This design comes from an exercise in tuning for small area, a short achievable clock period and few clock cycles per item on the open sky130 flow, not from production work.
Function was checked by simulation only, so behaviour that the tests miss may differ from the original.
Power figures rest on the tool's default switching activity, not on a simulated workload.

## flow/design.v (module list and top-level ports; edited modules follow where they fit)
// module fir_wrapper: 2598 lines
module fir_wrapper (
    input           wb_clk_i,
    input           wb_rst_i,
    input           wbs_stb_i,
    input           wbs_cyc_i,
    input           wbs_we_i,
    input   [3:0]   wbs_sel_i,
    input  [31:0]   wbs_dat_i,
    input  [31:0]   wbs_adr_i,
    output          wbs_ack_o,
    output [31:0]   wbs_dat_o
);
  // ...
==> flow/flow/run.sh <==
#!/bin/bash
set -e
cp standard.sh standard.sh.log
cp config.mk config.mk.orig.log
echo "export SETUP_SLACK_MARGIN = 6.7" >> config.mk
bash standard.sh > standard.log 2>&1
==> flow/standard.sh <==
#!/bin/bash
# synth_recipe.tcl (not shown) runs the flow's synth.tcl, then flattens the netlist and writes it again
# the make line also repeats each setting of config.mk as NAME=value (left out here)
make -C /OpenROAD-flow-scripts/flow DESIGN_CONFIG=/design/flow/config.mk WORK_HOME=/design/flow/orfs CLKGATE_MAP_FILE= SYNTH_SCRIPT=/design/flow/synth_recipe.tcl "${@:-finish}"
==> flow/config.mk <==
export PLATFORM = sky130hd
export DESIGN_NAME = fir_wrapper
export DESIGN_NICKNAME = fir_wrapper
export VERILOG_FILES = /design/flow/design.v
export SDC_FILE = /design/flow/constraint.sdc
export NUM_CORES = 4
export LEC_CHECK = 0
export CAP_MARGIN = 20
export CORE_MARGIN = 2
export CORE_UTILIZATION = 50
export SLEW_MARGIN = 20
export SETUP_SLACK_MARGIN = 6.7
==> flow/constraint.sdc <==
create_clock -name core_clock -period 10.0 [get_ports {wb_clk_i}]
set_input_delay 2.0000 -clock core_clock [delete_from_list [all_inputs] [get_ports {wb_clk_i}]]
set_output_delay 2.0000 -clock core_clock [all_outputs]
set_load 0.01 [all_outputs]
==> summary.txt, run 1 <==
Critical path
  • CP endpoint: wbs_dat_o[9]
  • R2R depth: 13
  • Worst Setup SP: mask_r
  • Crit path cell chain: buf_6, buf_12, buf_16, and2_4, buf_6
  • Crit path top cell by count: buf_6

Yosys
  • Share of the synthesized area in the top cell type: 30.7%
  • Avg Cell Area, Syn: 10.7 µm²
  • Post-synth EDFFs: 48
  • Largest family of logic cells by synthesized area: adder cells
  • Ys async rst share: 0.925%
  • Post-synthesis cell count: 5567

Die
  • Num ports: 106

Clocking
  • Number of buffers on the longest clock path: 3
  • Hold buffers post-CTS: 0

Power and ir drop
  • Highest ir drop seen on vdd: 0.157 mV
  • Clock-net power: 3.95 mW
  • Comb power frac: between 30% and 40%
  • Net Sw Power: 4.58 mW
  • Flop+latch power: 5.36 mW

Global routing
  • Grt met2 use: a little over half
  • Busiest layer in global routing: met2
  • Largest net degree at the start of global routing: 52

Placement
  • I/O Buffers: 75
  • Area after DPL: between 0.06 and 0.07 mm²

Final layout
  • Seq cells: 973
  • Fraction of layout cells with a size suffix above 1: 28.3%
  • Layout non-clock buf frac: between 10% and 20%
  • Area Growth Syn to Fin: 24.4%

Job
  • Maxcap violations: 0

Run status
  • Outcome: timing/DRC/antenna clean
Testbench counts, summed over its fixed seeds: cycles 5,120, items 1,280.
==> run 2, diff against run 1 <==
==> flow/flow/run.sh (replaced) <==
#!/bin/bash
set -e
cp standard.sh standard.sh.log
cp config.mk config.mk.orig.log
echo "export SETUP_SLACK_MARGIN = 6.3" >> config.mk
bash standard.sh > standard.log 2>&1
--- a/flow/config.mk
+++ b/flow/config.mk
@@ -9,4 +9,4 @@
 export CORE_MARGIN = 2
 export CORE_UTILIZATION = 50
 export SLEW_MARGIN = 20
-export SETUP_SLACK_MARGIN = 6.7
+export SETUP_SLACK_MARGIN = 6.3
==> run 2 against run 1 <==
Net effect:
- via count fell by 8.2%
- combinational power fell by 8.8%
- area after synthesis did not move
- utilization shrank 6.5 points
- critical path depth is the same
- first-iteration DRC count down 19%
- critical endpoint is now wbs_dat_o[31]
- largest power group unchanged
==> summary.txt, run 2 <==
Run status
  • Outcome: timing/DRC/antenna clean

Routing
  • Via density: between 5 and 6
  • Iteration-0 DRC Markers: 5256
  • Via count: 42100
  • Antenna Violating Nets Remaining: 0
  • Routed wire per std cell: 28.1 µm
  • DR pass1 iterations: 9
  • DR DRC count: 0
  • Final WL: 200 mm

Worst hold path
  • Hold_sp: S1_0[28]
  • Worst Hold Class: flop to flop

Yosys
  • Top_reg_cell synth: dfxtp_1
  • Synthesized cell area: 0.0598 mm²
  • Most numerous cell in the Yosys netlist: dfxtp_1
  • Syn nets: 6486
  • Distinct cells, synth: 72
  • Sequential area share after synthesis: 33.5%
  • Post-synthesis cell count: 5567 (unchanged)
  • Syn. warnings: 1
  • Avg Cell Area, Syn: 10.7 µm² (unchanged)
  • Post-synth EDFFs: 48 (unchanged)
  • Synth top area cells: dfxtp_1 31%, fa_1 22%, a22oi_1 9.6%, xnor2_1 7.4%, xor2_1 6.9%
  • Largest area contributor in the netlist: dfxtp_1
  • Share of the synthesized area in the top cell type: 30.7% (unchanged)
  • Ys async rst share: 0.925% (unchanged)
  • Synth Register Bits: 973
  • Synth top cells by count: 916 x dfxtp_1, 768 x a22oi_1, 662 x inv_1

Clocking
  • Clock-pin slew on the worst setup and hold paths: 70 ps
  • CTS tree: done
  • H-tree Lvls: 3
  • CTS Buf Count: 102
  • Root Driver: clkbuf_16
  • Worst-Skew Late Latency: 760 ps
  • Hold buffers post-CTS: 0 (unchanged)
  • Number of buffers on the longest clock path: 3 (unchanged)
  • CTS sink cnt: 973

Critical path
  • Slowest CP cell: dfxtp_4
  • Crit path launch type: flop
  • Critical Path RT: 8000 ps
  • Critical path class: flop to primary output
  • Crit end category: primary output
  • Crit path top cell by count: buf_6
  • Worst Setup SP: mask_r
  • Arr. time, crit path: 1870 ps
  • CP max FO: 7
  • Crit path cell chain: buf_6, buf_16, buf_12, and2_4, buf_6
  • Crit-path max cell delay: 430 ps
  • Critical R2R Launch: bone[9]

STA
  • RSZ-0062 raised after global routing: yes
  • Relative slew slack: about a quarter
  • Setup TNS: 0 ps
  • Slew @ Worst Pin: 1110 ps
  • Tcrit/Tclk final: 38.7%
  • Final setup vio count: 0
  • Hold_ws: 318 ps
  • Hold Vio Cnt, Final: 0
  • Fmax: 258 MHz
  • Crit path time final: 3870 ps
  • Clock Skew: ~45 ps
  • Fin worst setup slack: 6130 ps
  • Pins Over Slew Limit: 0

Final layout
  • Post-route non-filler standard cell count: 7121
  • Cell area after layout: between 0.06 and 0.07 mm²
  • Nets: between 6000 and 7000
  • Fraction of layout cells with a size suffix above 1: 10.7% (-18 points)
  • Commonest non-fill, non-tap cell in the layout: dfxtp_1
  • Fin util: between 50% and 60%
  • Top flop regs: pr0 (80), pr1 (80), pr2 (80)
  • Area Growth Syn to Fin: 11.4%
  • Highest-count cells in the layout ignoring fill and taps: 893 x dfxtp_1, 764 x a22oi_1, 662 x inv_1
  • Layout fillers: 10100

Die
  • Num ports: 106 (unchanged)
  • Core area: 0.118 mm²
  • Num rows: 126
  • Area of the die: 0.122 mm²
  • Initial Util: 50.5%
  • Die Width: 350 µm
  • Height of the chip: 350 µm

Power and ir drop
  • Total Power: ~13 mW
  • Pwr/cell area: 199 mW/mm²
  • Highest ir drop seen on vdd: 0.165 mV (+4.9%)
  • Leakage: 26.2 nW

Job
  • Maxcap violations: 0 (unchanged)

Global routing
  • Total gr overflow: 0
  • GRT Total Usage: 31.9%
  • Largest net degree at the start of global routing: 95 (+83%)
  • Initial antenna violation count: 3
  • Global-route wire length before repair: 286 mm
  • Vias in the first global route: approximately 43000

Placement
  • I/O Buffers: 75 (unchanged)
  • DPL Wire Length: ~120 mm
  • Final GP Congestion: 0.900
  • Worst slack, placed: 5610 ps
  • Area after DPL: 0.0617 mm² (about the same)
  • Placed Cells: 6882
-- run 2: cell counts after synthesis --
Identical to the previous run, type by type.
-- run 2: routing by layer --
layer  global-route usage [%]  wire, µm
met2                     47.3     84500
met1                     43.1     80500
met4                     15.2     11500
met5                    0.118        13
met3                     8.77     23600
-- run 2: cell type report --
cell class              instances  area, µm²  area share (%)
clock buffers                 141       2900            4.36
inverters                     662       2480            3.73
repair buffers                245       2950            4.43
diodes                          1       2.50         0.00376
well taps                    1600       2000            3.01
clock inverters                50        626           0.939
multi-input cells            3449      35600            53.4
flip-flops and latches        973      20000            30.1
-- run 2: timing repair --
item / 4_1_cts / 5_1_grt
endpoints found under the setup margin: 228 / 86
buffers inserted: 16 / 15
gates cloned: 3 / 13
pin swaps: 10 / 1
resized for setup: 278 / 75
-- run 2: final timing paths --
path / end / slack, ps / cells after the start
worst max register to register: pr1[67] / 6320 / 9
min in group asynchronous: ph[0] / 1540 / 2
worst max-delay path: wbs_dat_o[31] / 6130 / 5
max in group asynchronous: init_r / 8140 / 2
worst min register to register: S1_1[28] / 320 / 0
worst min-delay path: S1_1[28] / 320 / 0
-- run 2: kinds of logic after synthesis --
group | after synthesis | share of synthesized area (%)
buffers and inverters | 1145 | 7.21
AOI/OAI and AO/OA | 1047 | 12.6
xor gates and xnor gates | 973 | 14.3
DFF | 973 | 33.5
adders and majority gates | 846 | 26.0
and+or+nand+nor | 403 | 3.17
muxes | 180 | 3.31
-- run 2: critical path: cells and delay by family, from the launching register on --
kind / cells / cell delay [ps]
flops: 1 / 430
simple gates: 1 / 140
buf+inv: 4 / 520
-- run 2: power breakdown --
| part | leakage [nW] | switching, mW | internal, mW |
|---|---|---|---|
| Sequential | 8.10 | 0.504 | 4.86 |
| Clock | 1.72 | 1.70 | 2.25 |
| Combinational | 16.4 | 2.22 | 1.70 |
| Total | 26.2 | 4.42 | 8.81 |

afterwards: timing with drivers on the ports:
The results above use ideal ports. As a check the final layouts listed here were re-extracted and re-timed, cells and wires unchanged. Step 1 (the two cells are an assumption about what drives the block):
set clk [get_ports {wb_clk_i}]
set_driving_cell -lib_cell sky130_fd_sc_hd__clkbuf_16 $clk
set_driving_cell -lib_cell sky130_fd_sc_hd__buf_2 [delete_from_list [all_inputs] $clk]
Step 2 adds t to the input delays and takes it off the output delays; t is the mean of the earliest and latest rising clock arrival at the registers after step 1. Input paths then give back, and output paths get back, about the clock's delay inside the block. Slacks: ideal ports / drivers / drivers and shift; pairs: ideal ports / drivers.
| run | t (ns) | setup WS [ns] | hold WS [ns] | worst setup path after step 2 | slew at the worst register clock pin (ns) |
|---|---|---|---|---|---|
| run 1 | 0.770 | 6.185 / 6.106 / 6.218 | 0.310 / 0.310 / 0.310 | input to register | 0.07 / 0.07 |
| run 2 | 0.816 | 6.131 / 6.050 / 5.975 | 0.318 / 0.318 / 0.318 | input to register | 0.07 / 0.07 |
After both steps every run listed still meets setup and hold. For run 2, which loses most, drivers alone change the setup slack by -0.081 ns; drivers and shift together by -0.156 ns.
